Context: an optimization exercise on an open-source flow, tuned for small area. The choices shown serve that exercise and are no tape-out recipe. RTL that was checked went through simulation tests only; none was proved equivalent to the original. Power and IR drop assume default switching activity.

==> build 71 <==
==> flow/design.v (excerpt) <==
module fir(
	out,
	x,
	clk,
	rest
	);
output [34:0] out;
input         rest;
input  [15:0] x;
input         clk;
reg  [15:0] r0, r1, r2, r3, r4, r5, r6, r7, r8, r9, r10, r11, r12, r13;
reg  [15:0] p;
reg  [2:0]  n;           
reg         z;           
reg  [2:0]  q;           
reg  [24:0] ra;
reg  [6:0] rb;
reg         rc;
wire [25:0] l = {1'b1, ra[24], ra[23], ra[22], ra[21], ra[20], ra[19], ra[18], ra[17], ra[16], ra[15], ra[14], ra[13], ra[12], ra[11], ra[10], ra[9], ra[8], ra[7], ra[6], ra[5], ra[4], ra[3], ra[2], ra[1], ra[0]}
              + {1'b0, rb[6], rb[5], 1'b0, rb[4], rb[3], 1'b0, rb[2], rb[1], 1'b0, rb[0], 1'b0, 1'b0, 1'b0, 1'b0, 1'b0, 1'b0, 1'b0, 1'b0, 1'b0, 1'b0, 1'b0, 1'b0, 1'b0, 1'b0, 1'b0}
              + {rc, 15'd0};
wire [3:0] hi = {4{l[25]}} - {1'b0, q};
assign out = {hi, {4{l[25]}}, l, 1'b0} & {35{~z}};
wire [15:0] d7  = (rest && n == 3'd7) ? r6 : 16'd0;
wire [15:0] d14 = rest ? ~r13 : 16'd0;
wire t1n_x0 = r8[0] ^ r13[0];
wire t1n_s0 = t1n_x0 ^ 1'b1;
wire t1n_g0 = (r8[0] & r13[0]) | (t1n_x0 & 1'b1);
wire t1n_p0 = 1'b0;
wire t1n_p1 = r8[1] ^ r13[1];
wire t1n_g1 = r8[1] & r13[1];
wire t1n_p2 = r8[2] ^ r13[2];
wire t1n_g2 = r8[2] & r13[2];
wire t1n_p3 = r8[3] ^ r13[3];
wire t1n_g3 = r8[3] & r13[3];
  ...
Settings: LEC_CHECK=0, CAP_MARGIN=20, CORE_MARGIN=2, CORE_UTILIZATION=78, CTS_BUF_LIST=sky130_fd_sc_hd__clkbuf_8, CTS_CLUSTER_DIAMETER=150, CTS_CLUSTER_SIZE=16, SLEW_MARGIN=20, SYNTH_HIERARCHICAL=1, SYNTH_MINIMUM_KEEP_SIZE=0; clock period 6.0 ns.
standard.sh (not shown) runs the stock make flow with config.mk's settings and CLKGATE_MAP_FILE= SYNTH_SCRIPT=/design/flow/synth_recipe.tcl, a recipe that flattens the netlist after the stock synthesis.
==> flow/flow/run.sh <==
#!/bin/bash
# Own flow: the standard layout (standard.sh, all steps), except that the
# port buffers that global placement inserts (one per input and output port,
# as in the standard flow) are the library's smallest buffer, buf_1.
set -e
export BUFFER_PORTS_ARGS="-buffer_cell sky130_fd_sc_hd__buf_1"
bash standard.sh > standard.log 2>&1
==> trial 85 (differences from build 71) <==
- CORE_UTILIZATION: 78 -> 55
==> results.txt <==
| metric | trial 85 | build 71 |
|---|---|---|
| Status | no timing/DRC/antenna violations | no timing/DRC/antenna violations |
| Detailed-route via count | 6694 | 7073 |
| Switching fraction of total power | 0.2369 | 0.2369 |
| Number of core rows | 54 | 46 |
| Maximum number of pins on one net before global-route repair | 57 | 69 |
| Total Power | 0.003105 W | 0.003105 W |
| Post-route fraction of the period consumed by the critical path | 0.9483 | 0.9428 |
| Combinational Power | 0.000291 W | 0.000296 W |
| Hold endpoint | r6[7] | r3[0] |
| Fraction of area in multi-input gates | 0.4720 | 0.4746 |
| Max VDD drop | 0.0002752 V | 0.0003525 V |
| Proportion of power drawn by flip-flops and latches | 0.623 | 0.625 |
| Area of the multi-input gates | 0.006168 mm² | 0.006161 mm² |
| Cell area after layout | 0.01307 mm² | 0.01298 mm² |
| Post-DP HPWL | 17.14 mm | 18.71 mm |

---

==> inputs of v12 <==
Another version of the RTL of fir (not shown whole).
clock: 6.0 ns
lec_check: 0
cap_margin: 20
core_margin: 2
core_utilization: 40
slew_margin: 20
synth_hierarchical: 1
synth_minimum_keep_size: 0
run.sh (not shown) runs the stock make flow with config.mk's settings and CLKGATE_MAP_FILE= SYNTH_SCRIPT=/design/flow/synth_recipe.tcl, a recipe that flattens the netlist after the stock synthesis.
Stock flow here: none of the scripts above is used.
==> v27: changes against v12 <==
Settings changed: CORE_UTILIZATION 40 to 65, CTS_BUF_LIST set to sky130_fd_sc_hd__clkbuf_4.
==> qor.yml <==
floorplan:
  initial_utilization: 0.406
detailed_routing:
  drt_iter0_markers: 306
  wl_per_cell_microns: 14.7
power_and_ir_drop:
  switching_power_mw: 0.896
  p_total_mw: 4.08
outcome:
  so_faults: "setup timing"
  status: "complete, but fails checks"
layout:
  clock_area_frac: 0.0676
timing:
  setup_viol: 4
  fin_ws_ns: -0.0790
placed_design:
  pre_cts_ws_ns: -0.360
grt:
  use_met2: 0.248
The numbers above come from v12.

==> qor.yml <==
power_and_ir_drop:
  p_total_mw: 3.74
  switching_power_mw: 0.888
timing:
  setup_viol: 4
  fin_ws_ns: -0.0885
placed_design:
  pre_cts_ws_ns: -0.280
outcome:
  status: "complete, but fails checks"
  so_faults: "setup timing"
detailed_routing:
  drt_iter0_markers: 340
  wl_per_cell_microns: 16.3
grt:
  use_met2: 0.439
The numbers above come from v27.

No run of this note included a check of the RTL's function; only the layout flow was run.

---

==> inputs of pepper <==
Another version of the RTL of fir (not shown whole).
Settings: LEC_CHECK=0, CAP_MARGIN=20, CORE_MARGIN=2, CORE_UTILIZATION=65, CTS_BUF_LIST=sky130_fd_sc_hd__clkbuf_8, CTS_CLUSTER_DIAMETER=150, CTS_CLUSTER_SIZE=16, SLEW_MARGIN=20, SYNTH_HIERARCHICAL=1, SYNTH_MINIMUM_KEEP_SIZE=0; clock period 6.0 ns.
standard.sh (not shown) runs the stock make flow with config.mk's settings and CLKGATE_MAP_FILE= SYNTH_SCRIPT=/design/flow/synth_recipe.tcl, a recipe that flattens the netlist after the stock synthesis.
Scripts as last shown in full above: flow/flow/run.sh
==> sierra (differences from pepper) <==
--- a/flow/design.v
+++ b/flow/design.v
@@ -20,13 +20,62 @@
 reg         z;           
 reg  [2:0]  q;           
 reg  [24:0] ra;
 reg  [6:0] rb;
 reg         rc;
-wire [25:0] l = {1'b1, ra[24], ra[23], ra[22], ra[21], ra[20], ra[19], ra[18], ra[17], ra[16], ra[15], ra[14], ra[13], ra[12], ra[11], ra[10], ra[9], ra[8], ra[7], ra[6], ra[5], ra[4], ra[3], ra[2], ra[1], ra[0]}
-              + {1'b0, rb[6], rb[5], 1'b0, rb[4], rb[3], 1'b0, rb[2], rb[1], 1'b0, rb[0], 1'b0, 1'b0, 1'b0, 1'b0, 1'b0, 1'b0, 1'b0, 1'b0, 1'b0, 1'b0, 1'b0, 1'b0, 1'b0, 1'b0, 1'b0}
-              + {rc, 15'd0};
+wire lu_x0 = ra[15] ^ rb[0];
+wire lu_s0 = lu_x0 ^ rc;
+wire lu_g0 = (ra[15] & rb[0]) | (lu_x0 & rc);
+wire lu_p0 = 1'b0;
+wire lu_p1 = ra[16] ^ 1'b0;
+wire lu_g1 = ra[16] & 1'b0;
+wire lu_p2 = ra[17] ^ rb[1];
+wire lu_g2 = ra[17] & rb[1];
+wire lu_p3 = ra[18] ^ rb[2];
+wire lu_g3 = ra[18] & rb[2];
+wire lu_p4 = ra[19] ^ 1'b0;
+wire lu_g4 = ra[19] & 1'b0;
+wire lu_p5 = ra[20] ^ rb[3];
+wire lu_g5 = ra[20] & rb[3];
+wire lu_p6 = ra[21] ^ rb[4];
+wire lu_g6 = ra[21] & rb[4];
+wire lu_p7 = ra[22] ^ 1'b0;
+wire lu_g7 = ra[22] & 1'b0;
+wire lu_p8 = ra[23] ^ rb[5];
+wire lu_g8 = ra[23] & rb[5];
+wire lu_p9 = ra[24] ^ rb[6];
+wire lu_g9 = ra[24] & rb[6];
+wire lu_p10 = 1'b1 ^ 1'b0;
+wire lu_g10 = 1'b1 & 1'b0;
+wire lu_G1 = lu_g1 | (lu_p1 & lu_g0);
+wire lu_G2 = lu_g3 | (lu_p3 & lu_g2);
+wire lu_P2 = lu_p3 & lu_p2;
+wire lu_G3 = lu_g5 | (lu_p5 & lu_g4);
+wire lu_P3 = lu_p5 & lu_p4;
+wire lu_G4 = lu_g7 | (lu_p7 & lu_g6);
+wire lu_P4 = lu_p7 & lu_p6;
+wire lu_G5 = lu_g9 | (lu_p9 & lu_g8);
+wire lu_P5 = lu_p9 & lu_p8;
+wire lu_G6 = lu_G2 | (lu_P2 & lu_G1);
+wire lu_G7 = lu_G4 | (lu_P4 & lu_G3);
+wire lu_P7 = lu_P4 & lu_P3;
+wire lu_G8 = lu_G7 | (lu_P7 & lu_G6);
+wire lu_G9 = lu_G3 | (lu_P3 & lu_G6);
+wire lu_G10 = lu_G5 | (lu_P5 & lu_G8);
+wire lu_fs2, lu_G11;
+fa lu_f2 (.a(ra[17]), .b(rb[1]), .c(lu_G1), .s(lu_fs2), .co(lu_G11));
+wire lu_fs4, lu_G12;
+fa lu_f4 (.a(ra[19]), .b(1'b0), .c(lu_G6), .s(lu_fs4), .co(lu_G12));
+wire lu_fs6, lu_G13;
+fa lu_f6 (.a(ra[21]), .b(rb[4]), .c(lu_G9), .s(lu_fs6), .co(lu_G13));
+wire lu_fs8, lu_G14;
+fa lu_f8 (.a(ra[23]), .b(rb[5]), .c(lu_G8), .s(lu_fs8), .co(lu_G14));
+wire lu_fs10, lu_G15;
+fa lu_f10 (.a(1'b1), .b(1'b0), .c(lu_G10), .s(lu_fs10), .co(lu_G15));
+wire [10:0] lu = {lu_fs10, lu_p9 ^ lu_G14, lu_fs8, lu_p7 ^ lu_G13, lu_fs6, lu_p5 ^ lu_G12, lu_fs4, lu_p3 ^ lu_G11, lu_fs2, lu_p1 ^ lu_g0, lu_s0};
+wire lu_co = lu_G15;
+wire [25:0] l = {lu, ra[14], ra[13], ra[12], ra[11], ra[10], ra[9], ra[8], ra[7], ra[6], ra[5], ra[4], ra[3], ra[2], ra[1], ra[0]};
 wire [3:0] hi = {4{l[25]}} - {1'b0, q};
 assign out = {hi, {4{l[25]}}, l, 1'b0} & {35{~z}};
 wire [15:0] d7  = (rest && n == 3'd7) ? r6 : 16'd0;
 wire [15:0] d14 = rest ? ~r13 : 16'd0;
 wire t1n_x0 = r8[0] ^ r13[0];
CTS_CLUSTER_SIZE = 14   (was 16)
==> results.txt <==
Maximum achievable frequency: sierra 180 MHz; pepper 177 MHz
Destination of the critical timing path: sierra ra[14]$_DFF_P_; pepper ra[13]$_DFF_P_
Drt first pass iters: sierra 5; pepper 4
Simple logic cell fraction of the synthesized area: sierra 9.69%; pepper 9.88%
First-pass GRT wire length: sierra 39100 µm; pepper 36100 µm
Yosys cell types: sierra 39; pepper 43
Worst setup slack after placement: sierra 0.485 ns; pepper 0.356 ns
End of the worst hold path: sierra r3[7]$_DFF_P_; pepper r2[2]$_DFF_P_
Total cell area at the placement stage: sierra 12400 µm²; pepper 12500 µm²
P&R area growth vs syn: sierra 6.51%; pepper 6.19%
Max transition margin: sierra 32.6%; pepper 35.6%
Multi-input gate area: sierra 6010 µm²; pepper 6120 µm²
Outcome: sierra no timing/DRC/antenna violations; pepper no timing/DRC/antenna violations
Required time at the endpoint of the critical path: sierra 6.41 ns; pepper 6.42 ns
Global-route met2 utilization: sierra 44.2%; pepper 39.9%
Effective utilization at floorplan: sierra 66.3%; pepper 66.7%

---

==> xenon: inputs <==
Another version of the RTL of fir (not shown whole).
==> flow/config.mk <==
export PLATFORM = sky130hd
export DESIGN_NAME = fir
export DESIGN_NICKNAME = fir
export VERILOG_FILES = /design/flow/design.v
export SDC_FILE = /design/flow/constraint.sdc
export NUM_CORES = 4
export LEC_CHECK = 0
export CAP_MARGIN = 20
export CORE_MARGIN = 2
export CORE_UTILIZATION = 65
export CTS_BUF_LIST = sky130_fd_sc_hd__clkbuf_8
export CTS_CLUSTER_DIAMETER = 150
export CTS_CLUSTER_SIZE = 16
export SLEW_MARGIN = 20
export SYNTH_HIERARCHICAL = 1
export SYNTH_MINIMUM_KEEP_SIZE = 0
==> flow/constraint.sdc <==
create_clock -name core_clock -period 6.0 [get_ports {clk}]
set_input_delay 1.2000 -clock core_clock [delete_from_list [all_inputs] [get_ports {clk}]]
set_output_delay 1.2000 -clock core_clock [all_outputs]
set_load 0.01 [all_outputs]
Scripts as last shown in full above: flow/flow/run.sh
==> inputs of maple, as changes to xenon <==
--- a/flow/design.v
+++ b/flow/design.v
@@ -262,16 +262,12 @@
 wire cp0_p12 = w99 ^ w112;
 wire cp0_g12 = w99 & w112;
 wire cp0_p13 = w113 ^ w126;
 wire cp0_g13 = w113 & w126;
 wire cp0_p14 = w127 ^ w140;
 wire cp0_g14 = w127 & w140;
-wire cp0_p15 = w141 ^ w154;
-wire cp0_g15 = w141 & w154;
-wire cp0_p16 = w169 ^ 1'b0;
-wire cp0_g16 = w169 & 1'b0;
 wire cp0_G1 = cp0_g1 | (cp0_p1 & cp0_g0);
 wire cp0_G2 = cp0_g3 | (cp0_p3 & cp0_g2);
 wire cp0_P2 = cp0_p3 & cp0_p2;
 wire cp0_G3 = cp0_g5 | (cp0_p5 & cp0_g4);
 wire cp0_P3 = cp0_p5 & cp0_p4;
 wire cp0_G4 = cp0_g7 | (cp0_p7 & cp0_g6);
@@ -279,49 +275,40 @@
 wire cp0_G5 = cp0_g9 | (cp0_p9 & cp0_g8);
 wire cp0_P5 = cp0_p9 & cp0_p8;
 wire cp0_G6 = cp0_g11 | (cp0_p11 & cp0_g10);
 wire cp0_P6 = cp0_p11 & cp0_p10;
 wire cp0_G7 = cp0_g13 | (cp0_p13 & cp0_g12);
 wire cp0_P7 = cp0_p13 & cp0_p12;
-wire cp0_G8 = cp0_g15 | (cp0_p15 & cp0_g14);
-wire cp0_P8 = cp0_p15 & cp0_p14;
-wire cp0_G9 = cp0_G2 | (cp0_P2 & cp0_G1);
-wire cp0_G10 = cp0_G4 | (cp0_P4 & cp0_G3);
-wire cp0_P10 = cp0_P4 & cp0_P3;
-wire cp0_G11 = cp0_G6 | (cp0_P6 & cp0_G5);
-wire cp0_P11 = cp0_P6 & cp0_P5;
-wire cp0_G12 = cp0_G8 | (cp0_P8 & cp0_G7);
-wire cp0_P12 = cp0_P8 & cp0_P7;
-wire cp0_G13 = cp0_G10 | (cp0_P10 & cp0_G9);
-wire cp0_G14 = cp0_G12 | (cp0_P12 & cp0_G11);
-wire cp0_P14 = cp0_P12 & cp0_P11;
-wire cp0_G15 = cp0_G14 | (cp0_P14 & cp0_G13);
-wire cp0_G16 = cp0_G11 | (cp0_P11 & cp0_G13);
-wire cp0_G17 = cp0_G3 | (cp0_P3 & cp0_G9);
-wire cp0_G18 = cp0_G5 | (cp0_P5 & cp0_G13);
-wire cp0_G19 = cp0_G7 | (cp0_P7 & cp0_G16);
-wire cp0_fs2, cp0_G20;
-fa cp0_f2 (.a(w2), .b(1'b0), .c(cp0_G1), .s(cp0_fs2), .co(cp0_G20));
-wire cp0_fs4, cp0_G21;
-fa cp0_f4 (.a(w10), .b(w15), .c(cp0_G9), .s(cp0_fs4), .co(cp0_G21));
-wire cp0_fs6, cp0_G22;
-fa cp0_f6 (.a(w34), .b(1'b0), .c(cp0_G17), .s(cp0_fs6), .co(cp0_G22));
-wire cp0_fs8, cp0_G23;
-fa cp0_f8 (.a(w56), .b(1'b0), .c(cp0_G13), .s(cp0_fs8), .co(cp0_G23));
-wire cp0_fs10, cp0_G24;
-fa cp0_f10 (.a(w71), .b(w84), .c(cp0_G18), .s(cp0_fs10), .co(cp0_G24));
-wire cp0_fs12, cp0_G25;
-fa cp0_f12 (.a(w99), .b(w112), .c(cp0_G16), .s(cp0_fs12), .co(cp0_G25));
-wire cp0_fs14, cp0_G26;
-fa cp0_f14 (.a(w127), .b(w140), .c(cp0_G19), .s(cp0_fs14), .co(cp0_G26));
-wire cp0_fs16, cp0_G27;
-fa cp0_f16 (.a(w169), .b(1'b0), .c(cp0_G15), .s(cp0_fs16), .co(cp0_G27));
-wire [16:0] cp0 = {cp0_fs16, cp0_p15 ^ cp0_G26, cp0_fs14, cp0_p13 ^ cp0_G25, cp0_fs12, cp0_p11 ^ cp0_G24, cp0_fs10, cp0_p9 ^ cp0_G23, cp0_fs8, cp0_p7 ^ cp0_G22, cp0_fs6, cp0_p5 ^ cp0_G21, cp0_fs4, cp0_p3 ^ cp0_G20, cp0_fs2, cp0_p1 ^ cp0_g0, cp0_p0};
-wire cp0_co = cp0_G27;
-assign a = {1'b1, qs3p, w214, w213, w205, w199, w198, w182, w170, cp0[16], cp0[15], cp0[14], cp0[13], cp0[12], cp0[11], cp0[10], cp0[9], cp0[8], cp0[7], cp0[6], cp0[5], cp0[4], cp0[3], cp0[2], cp0[1], cp0[0]};
-assign b = {1'b0, w216, w215, 1'b0, w208, w204, 1'b0, w189, w181, 1'b0, 1'b0, 1'b0, 1'b0, 1'b0, 1'b0, 1'b0, 1'b0, 1'b0, 1'b0, 1'b0, 1'b0, 1'b0, 1'b0, 1'b0, 1'b0, 1'b0};
+wire cp0_G8 = cp0_G2 | (cp0_P2 & cp0_G1);
+wire cp0_G9 = cp0_G4 | (cp0_P4 & cp0_G3);
+wire cp0_P9 = cp0_P4 & cp0_P3;
+wire cp0_G10 = cp0_G6 | (cp0_P6 & cp0_G5);
+wire cp0_P10 = cp0_P6 & cp0_P5;
+wire cp0_G11 = cp0_G9 | (cp0_P9 & cp0_G8);
+wire cp0_G12 = cp0_G10 | (cp0_P10 & cp0_G11);
+wire cp0_G13 = cp0_G3 | (cp0_P3 & cp0_G8);
+wire cp0_G14 = cp0_G5 | (cp0_P5 & cp0_G11);
+wire cp0_G15 = cp0_G7 | (cp0_P7 & cp0_G12);
+wire cp0_fs2, cp0_G16;
+fa cp0_f2 (.a(w2), .b(1'b0), .c(cp0_G1), .s(cp0_fs2), .co(cp0_G16));
+wire cp0_fs4, cp0_G17;
+fa cp0_f4 (.a(w10), .b(w15), .c(cp0_G8), .s(cp0_fs4), .co(cp0_G17));
+wire cp0_fs6, cp0_G18;
+fa cp0_f6 (.a(w34), .b(1'b0), .c(cp0_G13), .s(cp0_fs6), .co(cp0_G18));
+wire cp0_fs8, cp0_G19;
+fa cp0_f8 (.a(w56), .b(1'b0), .c(cp0_G11), .s(cp0_fs8), .co(cp0_G19));
+wire cp0_fs10, cp0_G20;
+fa cp0_f10 (.a(w71), .b(w84), .c(cp0_G14), .s(cp0_fs10), .co(cp0_G20));
+wire cp0_fs12, cp0_G21;
+fa cp0_f12 (.a(w99), .b(w112), .c(cp0_G12), .s(cp0_fs12), .co(cp0_G21));
+wire cp0_fs14, cp0_G22;
+fa cp0_f14 (.a(w127), .b(w140), .c(cp0_G15), .s(cp0_fs14), .co(cp0_G22));
+wire [14:0] cp0 = {cp0_fs14, cp0_p13 ^ cp0_G21, cp0_fs12, cp0_p11 ^ cp0_G20, cp0_fs10, cp0_p9 ^ cp0_G19, cp0_fs8, cp0_p7 ^ cp0_G18, cp0_fs6, cp0_p5 ^ cp0_G17, cp0_fs4, cp0_p3 ^ cp0_G16, cp0_fs2, cp0_p1 ^ cp0_g0, cp0_p0};
+wire cp0_co = cp0_G22;
+assign a = {1'b1, qs3p, w214, w213, w205, w199, w198, w182, w170, w169, w141, cp0[14], cp0[13], cp0[12], cp0[11], cp0[10], cp0[9], cp0[8], cp0[7], cp0[6], cp0[5], cp0[4], cp0[3], cp0[2], cp0[1], cp0[0]};
+assign b = {1'b0, w216, w215, 1'b0, w208, w204, 1'b0, w189, w181, 1'b0, w154, 1'b0, 1'b0, 1'b0, 1'b0, 1'b0, 1'b0, 1'b0, 1'b0, 1'b0, 1'b0, 1'b0, 1'b0, 1'b0, 1'b0, 1'b0};
 assign c = cp0_co;
 endmodule
 module fa (a, b, c, s, co);
 input  a, b, c;
 output s, co;
 assign s  = a ^ b ^ c;
@@ -340,17 +327,17 @@
 reg  [15:0] r0, r1, r2, r3, r4, r5, r6, r7, r8, r9, r10, r11, r12, r13;
 reg  [15:0] p;
 reg  [2:0]  n;           
 reg         z;           
 reg  [2:0]  q;           
 reg  [24:0] ra;
-reg  [5:0] rb;
+reg  [6:0] rb;
 reg         rc;
 wire [25:0] l = {1'b1, ra[24], ra[23], ra[22], ra[21], ra[20], ra[19], ra[18], ra[17], ra[16], ra[15], ra[14], ra[13], ra[12], ra[11], ra[10], ra[9], ra[8], ra[7], ra[6], ra[5], ra[4], ra[3], ra[2], ra[1], ra[0]}
-              + {1'b0, rb[5], rb[4], 1'b0, rb[3], rb[2], 1'b0, rb[1], rb[0], 1'b0, 1'b0, 1'b0, 1'b0, 1'b0, 1'b0, 1'b0, 1'b0, 1'b0, 1'b0, 1'b0, 1'b0, 1'b0, 1'b0, 1'b0, 1'b0, 1'b0}
-              + {rc, 17'd0};
+              + {1'b0, rb[6], rb[5], 1'b0, rb[4], rb[3], 1'b0, rb[2], rb[1], 1'b0, rb[0], 1'b0, 1'b0, 1'b0, 1'b0, 1'b0, 1'b0, 1'b0, 1'b0, 1'b0, 1'b0, 1'b0, 1'b0, 1'b0, 1'b0, 1'b0}
+              + {rc, 15'd0};
 wire [3:0] hi = {4{l[25]}} - {1'b0, q};
 assign out = {hi, {4{l[25]}}, l, 1'b0} & {35{~z}};
 wire [15:0] d7  = (rest && n == 3'd7) ? r6 : 16'd0;
 wire [15:0] d14 = rest ? ~r13 : 16'd0;
 wire t1n_x0 = r8[0] ^ r13[0];
 wire t1n_s0 = t1n_x0 ^ 1'b1;
@@ -694,13 +681,13 @@
 	r12 <= rest ? ~r11 : 16'd0;
 	r13 <= ~(rest ? r12 : 16'd0);
 	p   <= pn;
 	z   <= ~rest;
 	q   <= qn;
 	ra  <= {an[24], an[23], an[22], an[21], an[20], an[19], an[18], an[17], an[16], an[15], an[14], an[13], an[12], an[11], an[10], an[9], an[8], an[7], an[6], an[5], an[4], an[3], an[2], an[1], an[0]};
-	rb  <= {bn[24], bn[23], bn[21], bn[20], bn[18], bn[17]};
+	rb  <= {bn[24], bn[23], bn[21], bn[20], bn[18], bn[17], bn[15]};
 	rc  <= cn;
 	if (!rest)
 		n <= 3'd0;
 	else if (n != 3'd7)
 		n <= n + 3'd1;
 end
==> impl_metrics.ini <==
[floorplan]
die_area_mm2 = 0.02024

[worst_setup_path]
cp.required_ns = 6.42
cp_num_buf_inv = 3

[power]
p_sw_uw = 709.0
clk-power_uw = 850

[finish]
n_all_buffers = 59

[run_status]
outcome = no timing/DRC/antenna violations

[synth]
netlist_instances = 1029

[timing]
worstMarginPinSlew_ns = 0.7280

[global_route]
grt_pass1_wl_um = 36130
# the run above: maple

==> impl_metrics.ini <==
[run_status]
outcome = no timing/DRC/antenna violations

[worst_setup_path]
cp.required_ns = 6.45
cp_num_buf_inv = 2

[power]
clk-power_uw = 869
p_sw_uw = 694.3

[global_route]
antenna_found_initial = 0
grt_pass1_wl_um = 35470

[synth]
netlist_instances = 1014

[min_path]
hp-class = flop to flop

[timing]
worstMarginPinSlew_ns = 0.9670

[floorplan]
die_area_mm2 = 0.02018
# the run above: xenon

Only the layout flow was run in xenon; the RTL was not checked for function there.

separate check: timing with driven ports:
Ports are ideal in the flow. The routed layouts listed here were re-timed in OpenROAD.
Step 1 sets driving cells, clkbuf_16 on the clock port and buf_2 on the other inputs (assumed; they add their load-dependent delay and slew).
Step 2 also shifts input and output timing later by t, the mid clock arrival at the registers, as if the neighbouring blocks saw the same clock.
a / b / c = no drivers / after step 1 / after step 2; a / b = the first two.
| run | t (ns) | slack for setup (ns) | worst setup path at the end | slew at the worst register clock pin (ns) | worst slew at a driven data input, ns |
|---|---|---|---|---|---|
| build 71 | 0.558 | 0.343 / 0.343 / 0.343 | register to register | 0.11 / 0.11 | 0.04 |
| trial 85 | 0.589 | 0.310 / 0.310 / 0.310 | register to register | 0.11 / 0.11 | 0.04 |
| v12 | 0.599 | -0.079 / -0.079 / -0.079 | register to register | 0.06 / 0.06 | 0.04 |
| v27 | 0.685 | -0.088 / -0.088 / -0.088 | register to register | 0.08 / 0.08 | 0.04 |
| pepper | 0.557 | 0.356 / 0.356 / 0.356 | register to register | 0.11 / 0.11 | 0.03 |
| sierra | 0.565 | 0.459 / 0.459 / 0.459 | register to register | 0.10 / 0.10 | 0.03 |
| xenon | 0.587 | 0.203 / 0.203 / 0.203 | register to register | 0.10 / 0.10 | 0.03 |
| maple | 0.552 | 0.282 / 0.282 / 0.282 | register to register | 0.11 / 0.11 | 0.04 |
